Source: an optimization exercise on an open RTL-to-GDS flow (aim: small area and few clock cycles per item). Production flows keep margins and buffers that such runs may drop. The RTL was checked by simulation tests, not by an equivalence proof against the original design. No activity file was given, so power comes from the tool's default toggle rates.

==> flow/design.v, too long to show whole: its modules and the start of the top module <==
// module TwiddleDigits2: 16 lines
// module TwiddleDigits3: 20 lines
// module TwiddleDigits4: 28 lines
// module TwiddleDigits5: 32 lines
// module TwiddleDigits6: 48 lines
// module TwiddleDigits7: 80 lines
// module FA: 10 lines
// module HA: 9 lines
// module DelayBuffer: 24 lines
// module SdfStage0: 447 lines
// module SdfStage1: 617 lines
// module SdfStage2: 1208 lines
// module SdfStage3: 1357 lines
// module SdfStage4: 1492 lines
// module SdfStage5: 1495 lines
// module SdfStage6: 1495 lines
// module SdfStage7: 1495 lines
// module fft_256_top: 59 lines
module fft_256_top (
    input         clock,
    input         reset,
    input         input_en,
    input  [31:0] input_real,
    input  [31:0] input_imag,
    output        output_en,
    output [31:0] output_real,
    output [31:0] output_imag
);
  // ...
==> flow/flow/run.sh <==
#!/bin/bash
# Layout flow: the standard layout (standard.sh), with clock tree synthesis
# run without dummy loads. Every tool's output goes to a log file in this folder.
set -euo pipefail
export CTS_ARGS="-sink_clustering_enable -repair_clock_nets -sink_clustering_size 30 -sink_clustering_max_diameter 100 -buf_list sky130_fd_sc_hd__clkbuf_16 -dont_use_dummy_load"
bash standard.sh > flow_standard.log 2>&1
==> flow/standard.sh <==
#!/bin/bash
# synth_recipe.tcl (not shown) runs the flow's synth.tcl, then flattens the netlist and writes it again
# the make line also repeats each setting of config.mk as NAME=value (left out here)
make -C /OpenROAD-flow-scripts/flow DESIGN_CONFIG=/design/flow/config.mk WORK_HOME=/design/flow/orfs CLKGATE_MAP_FILE= SYNTH_SCRIPT=/design/flow/synth_recipe.tcl "${@:-finish}"
==> flow/config.mk <==
export PLATFORM = sky130hd
export DESIGN_NAME = fft_256_top
export DESIGN_NICKNAME = fft_256_top
export VERILOG_FILES = /design/flow/design.v
export SDC_FILE = /design/flow/constraint.sdc
export NUM_CORES = 8
export LEC_CHECK = 0
export CAP_MARGIN = 20
export CORE_MARGIN = 2
export CORE_UTILIZATION = 50
export CTS_BUF_LIST = sky130_fd_sc_hd__clkbuf_16
export CTS_CLUSTER_DIAMETER = 100
export CTS_CLUSTER_SIZE = 30
export SLEW_MARGIN = 20
export SYNTH_HIERARCHICAL = 1
export SYNTH_MEMORY_MAX_BITS = 131072
export SYNTH_MINIMUM_KEEP_SIZE = 0
==> flow/constraint.sdc <==
create_clock -name core_clock -period 14.0 [get_ports {clock}]
set_input_delay 2.8000 -clock core_clock [delete_from_list [all_inputs] [get_ports {clock}]]
set_output_delay 2.8000 -clock core_clock [all_outputs]
set_load 0.01 [all_outputs]
==> run notes, run 1 <==
- Outcome: finished clean
- Met2 wire length: around 670000 µm
- RR Endpoint: stage5.output_real[30]$_DFF_P_
- Post-synthesis sequential area ratio: 0.5744
- Ys flop type: dfxtp_1
- Pwr Density: roughly 220 mW/mm²
- Slew margin rel.: 0.07594
- Wire per inst: 29.16 µm
- Critical Path Max Stage Delay: 590 ps
- Combinational group power: 60.1 mW
- Final worst slack: between 1500 and 2000 ps
- Final instance area: 0.6325 mm²
- Signal buffers share of area: 0.01521
- Fill count: 98482
- Routed via count: 326363
- Syn nets: 50140
- Placed cell count: ~57000
- Layout Nets: 49052
- Min Hold Slack: 206.5 ps
- Grt ovf: 0
- Pint: 89.32 mW
- Number of buffers and inverters on the critical path: 2
- Busiest metal layer after global routing: met1
- Final Setup Violations: 0
- Total CTS buffers: roughly 700
- Unique masters post-synth: 137
- Switch Pwr: between 50 and 60 mW
- Port Buf Inserts: 131
- Syn. warnings: 38
- Reg2reg setup slack: 1590 ps
- Final Core Density: 0.5328
Testbench counts, summed over its fixed seeds: cycles 18,480, frames 64.
==> run 2, diff against run 1 <==
==> flow/run.sh (new file) <==
#!/bin/bash
# synth_recipe.tcl (not shown) runs the flow's synth.tcl, then flattens the netlist and writes it again
# the make line also repeats each setting of config.mk as NAME=value (left out here)
make -C /OpenROAD-flow-scripts/flow DESIGN_CONFIG=/design/flow/config.mk WORK_HOME=/design/flow/orfs CLKGATE_MAP_FILE= SYNTH_SCRIPT=/design/flow/synth_recipe.tcl finish
removed: flow/flow/run.sh
removed: flow/standard.sh
==> run 2 against run 1 <==
First-iteration DRC count down 1.2%. Count of clock-buffer cells in the layout increased by 6. Largest cell class unchanged. Final area up 0.45%. Die area stayed put. Via count rose by 0.18%. Still clean. Clock power increased by 7%. Global-route usage about the same.
==> run notes, run 2 <==
- Clk pin slew, worst setup/hold paths: between 100 and 150 ps
- Final Cycle Share: 0.8862
- RD Place Congestion: 0.9633
- Largest family of logic cells by synthesized area: adder cells
- I/O Pins: 132
- Final worst slack: 1593 ps (+1.380 ps)
- Top cells by count, synth: 16981 x dfxtp_1, 6308 x fa_1, 4516 x o22ai_1
- Post-synthesis cell area: approximately 0.6 mm²
- First-pass GRT wire length: roughly 2400000 µm
- Commonest non-fill, non-tap cell in the layout: dfxtp_1
- Syn. warnings: 38 (unchanged)
- Most frequent CP cell: fa_1
- Startpoint Class: flip-flop
- TritonCTS clock tree: built
- Largest cells by area after synthesis: dfxtp_1 57%, fa_1 21%, o22ai_1 4.7%
- CTS Buffer Depth: 5
- Unique masters post-synth: 137 (unchanged)
- Share of cells above drive strength 1: 0.06279
- Synth Area in Adders: 0.2273
- Post-synthesis sequential area ratio: 0.5744 (unchanged)
- Final Core Density: 0.5352 (+0.002404)
- Post-route DRC: 0
- RSZ-0062 raised after global routing: false
- Max VDD drop: 1.332 mV
- Total CTS buffers: 702 (unchanged)
- Critical Path Sink Type: flip-flop
- H-tree levels: 6
- Vias in the first global route: 339469
- Share of the synthesized area in the top cell type: 0.5707
- Outcome: finished clean
- Top-count cell post-synth: dfxtp_1
- Ys flop type: dfxtp_1
- Leakage: 261.0 nW
- Fin. max-slew vios: 0
- Die area: 1.200 mm²
- Clock sink count: 17069
- Pwr Density: 226.0 mW/mm² (+0.57%)
- Hold Path Class: reg2reg
- Reg-to-Reg Start: stage5.cnt[1]$_DFF_PP0_
- Initial core utilization: 0.5017
- Compound-Gate Fraction of Synth Area: 0.06698
- Setup CP Type: reg2reg
- Final Setup Violations: 0 (unchanged)
- Placeable Area: 1.187 mm²
- MaxCap Viol Count: 0
- CTS Hold Bufs: 0
- Vias/cell: approximately 5.6
- GRT Overall Usage: 0.2777
- Multiplexer area fraction after synthesis: 0.003323
- Min Hold Slack: 260.9 ps (+54.41 ps)
- CP Max Fanout: 20
- Clock skew: 134.2 ps
- Most frequent cells in the layout: 16807 x dfxtp_1, 6308 x fa_1, 4515 x o22ai_1, 2772 x xor2_1, 2299 x xnor2_1
- WHS Endpoint: stage5.db0.buf_re[3][2]$_DFF_P_
- Synth Instances: 43052
- Largest net degree at the start of global routing: 160
- Regs by FF count: stage8.db0.buf_im x4064, stage8.db0.buf_re x4064
- FP Rows: 400
- Fmax: 80.60 MHz
- Initial drt markers: 35139
- DRT Pass-1 Iters: 7
- Total Wirelength: 1693000 µm
- Layout Nets: 49048 (-0.0082%)
- Clk Latency, worst-skew pair: 1220 ps
- HP Start: stage5.db0.buf_re[2][2]$_DFF_P_
- Simple-gate area share of the yosys netlist: 0.02766
- Slew of the pin with the lowest slew margin: 1347 ps
- Die Wd: approximately 1100 µm
- Post-Place Setup Slack: 1719 ps
- Arrival @ worst endpoint: 13500 ps
- Wire per inst: 29.12 µm (-0.14%)
- Clock Root Buffer: clkbuf_16
- Grt ovf: 0 (unchanged)
- RR Endpoint: stage5.output_real[30]$_DFF_P_
- Req. time, crit path: 15090 ps
- Port Buf Inserts: 131 (unchanged)
- Number of flops mapped to enable cells by yosys: 0
- Slowest library cell on the worst path: o21a_4
- Post-synthesis xor/xnor area fraction: 0.07475
- Setup TNS: 0 ps
- Critical Path Max Stage Delay: 590 ps (about the same)
- Reg2reg setup slack: 1590 ps (about the same)
- Syn nets: 50140 (unchanged)
- Yosys top cell by area: dfxtp_1
- Area Growth Syn to Fin: 6.672%
- Pwr Total: 143.6 mW
- Initial antenna violation count: 193
- Worst Hold Depth: 0
- Register-to-Register Path Depth: 34
- PostCTS Resize Cnt: 0
- Die Span Y: 1095 µm
- Antenna-violating nets left: 0
- DP HPWL: 1155000 µm
- Asr flop ratio synth: 0.005156
- Avg Cell Area, Syn: 13.83 µm²
- Slew margin rel.: 0.1023 (+0.02632)
- Min cycle time layout: approximately 12000 ps
- Routed via count: 326948 (+0.18%)
- Post-synthesis register bit count: 17069
- Post-CTS setup buffers: 0
- Final hold violations: 0
==> run 2: cell counts after synthesis <==
Identical to the previous run, type by type.
==> run 2: power by group <==
part / total (mW) / internal [mW] / switching (mW)
logic: 60.1 / 24.3 / 35.8
registers: 59.5 / 56.0 / 3.51
clock network: 24.0 / 9.57 / 14.4
==> run 2: cell type report <==
cell class	count	area, µm²
clock inverters	160	2864
flip-flops and latches	17069	342600
clock buffers	708	17720
repair buffers	1189	9549
diodes	139	347.8
multi-input cells	22025	238700
well taps	15879	19870
fillers	98196	551800
inverters	973	3656
==> run 2: worst max-delay path by stage <==
stage / startpoint / cells past startpoint / slack (ps) / endpoint
2_1_floorplan: input_real[31] / 19 / 2960 / stage1.output_real[31]$_DFF_P_
3_3_place_gp: stage5.cnt[1]$_DFF_PP0_ / 36 / 1530 / stage5.output_real[30]$_DFF_P_
3_5_place_dp: stage5.cnt[1]$_DFF_PP0_ / 35 / 1720 / stage5.output_real[31]$_DFF_P_
4_1_cts: stage5.cnt[1]$_DFF_PP0_ / 35 / 1590 / stage5.output_real[30]$_DFF_P_
5_1_grt: stage5.cnt[1]$_DFF_PP0_ / 35 / 1190 / stage5.output_real[30]$_DFF_P_
6_report: stage5.cnt[1]$_DFF_PP0_ / 34 / 1590 / stage5.output_real[30]$_DFF_P_
==> run 2: modules after synthesis, one instance, submodules excluded, excerpt <==
module,flip-flops and latches,cells
HA,0,1
TwiddleDigits7,0,665
SdfStage7,194,3412
SdfStage1,199,631
TwiddleDigits5,0,266
SdfStage5,190,3388
SdfStage6,192,3384
FA,0,1
TwiddleDigits2,0,25
TwiddleDigits6,0,406
SdfStage3,139,2646
==> run 2: critical path, delay by kind of cell, from the launching register on <==
kind            cells  cell delay [ps]
xor+xnor            2              390
compound gates      6             1940
fa+ha+maj          15             7000
simple gates       10             2200
buf+inv             1              230
flops               1              530
==> run 2: logic make-up after synthesis <==
kind of cell             Yosys count
XOR/XNOR                        5078
multiplexers                     172
flip-flops                     17069
AO/OA/AOI/OAI                   6269
AND/OR/NAND/NOR                 3466
adder cells (fa/ha/maj)         7040
buffers and inverters           3958
==> run 2: metal layers <==
layer / global-route usage / share of wire / up-vias
met5: 0.0005934 / 0.00070 / -
met3: 0.1091 / 0.12 / 4656
met4: 0.1101 / 0.047 / 150
met2: 0.3826 / 0.40 / 18520
met1: 0.3922 / 0.44 / 166092
li1: - / - / 137530
==> run 2: per-stage QoR <==
stage,cell area [µm²],cells
final,635400,58142
after global placement,614400,57134
after global routing,635000,58016
after CTS,635000,58002
after detailed placement,614400,57134
after floorplan,595600,43052

[separate check: timing with driven ports]
Ports are ideal in the flow. The routed layouts listed here were re-timed in OpenROAD. Step 1 (the two cells are an assumption about what drives the block):
set clk [get_ports {clock}]
set_driving_cell -lib_cell sky130_fd_sc_hd__clkbuf_16 $clk
set_driving_cell -lib_cell sky130_fd_sc_hd__buf_2 [delete_from_list [all_inputs] $clk]
Step 2, shift: input delay + t, output delay - t, t = (earliest + latest rising clock arrival at the registers) / 2. This alone moves slack from input paths to output paths. a / b / c = ideal / step 1 / step 2; a / b = the first two.
run | t, ns | setup slack, ns | worst setup path after step 2 | worst slew at a driven data input, ns | pins driven straight from the clock port
run 1 | 1.273 | 1.592 / 1.592 / 1.592 | register to register | 0.07 | 1
run 2 | 1.318 | 1.593 / 1.593 / 1.593 | register to register | 0.07 | 1
After both steps setup and hold are still met in every run listed.
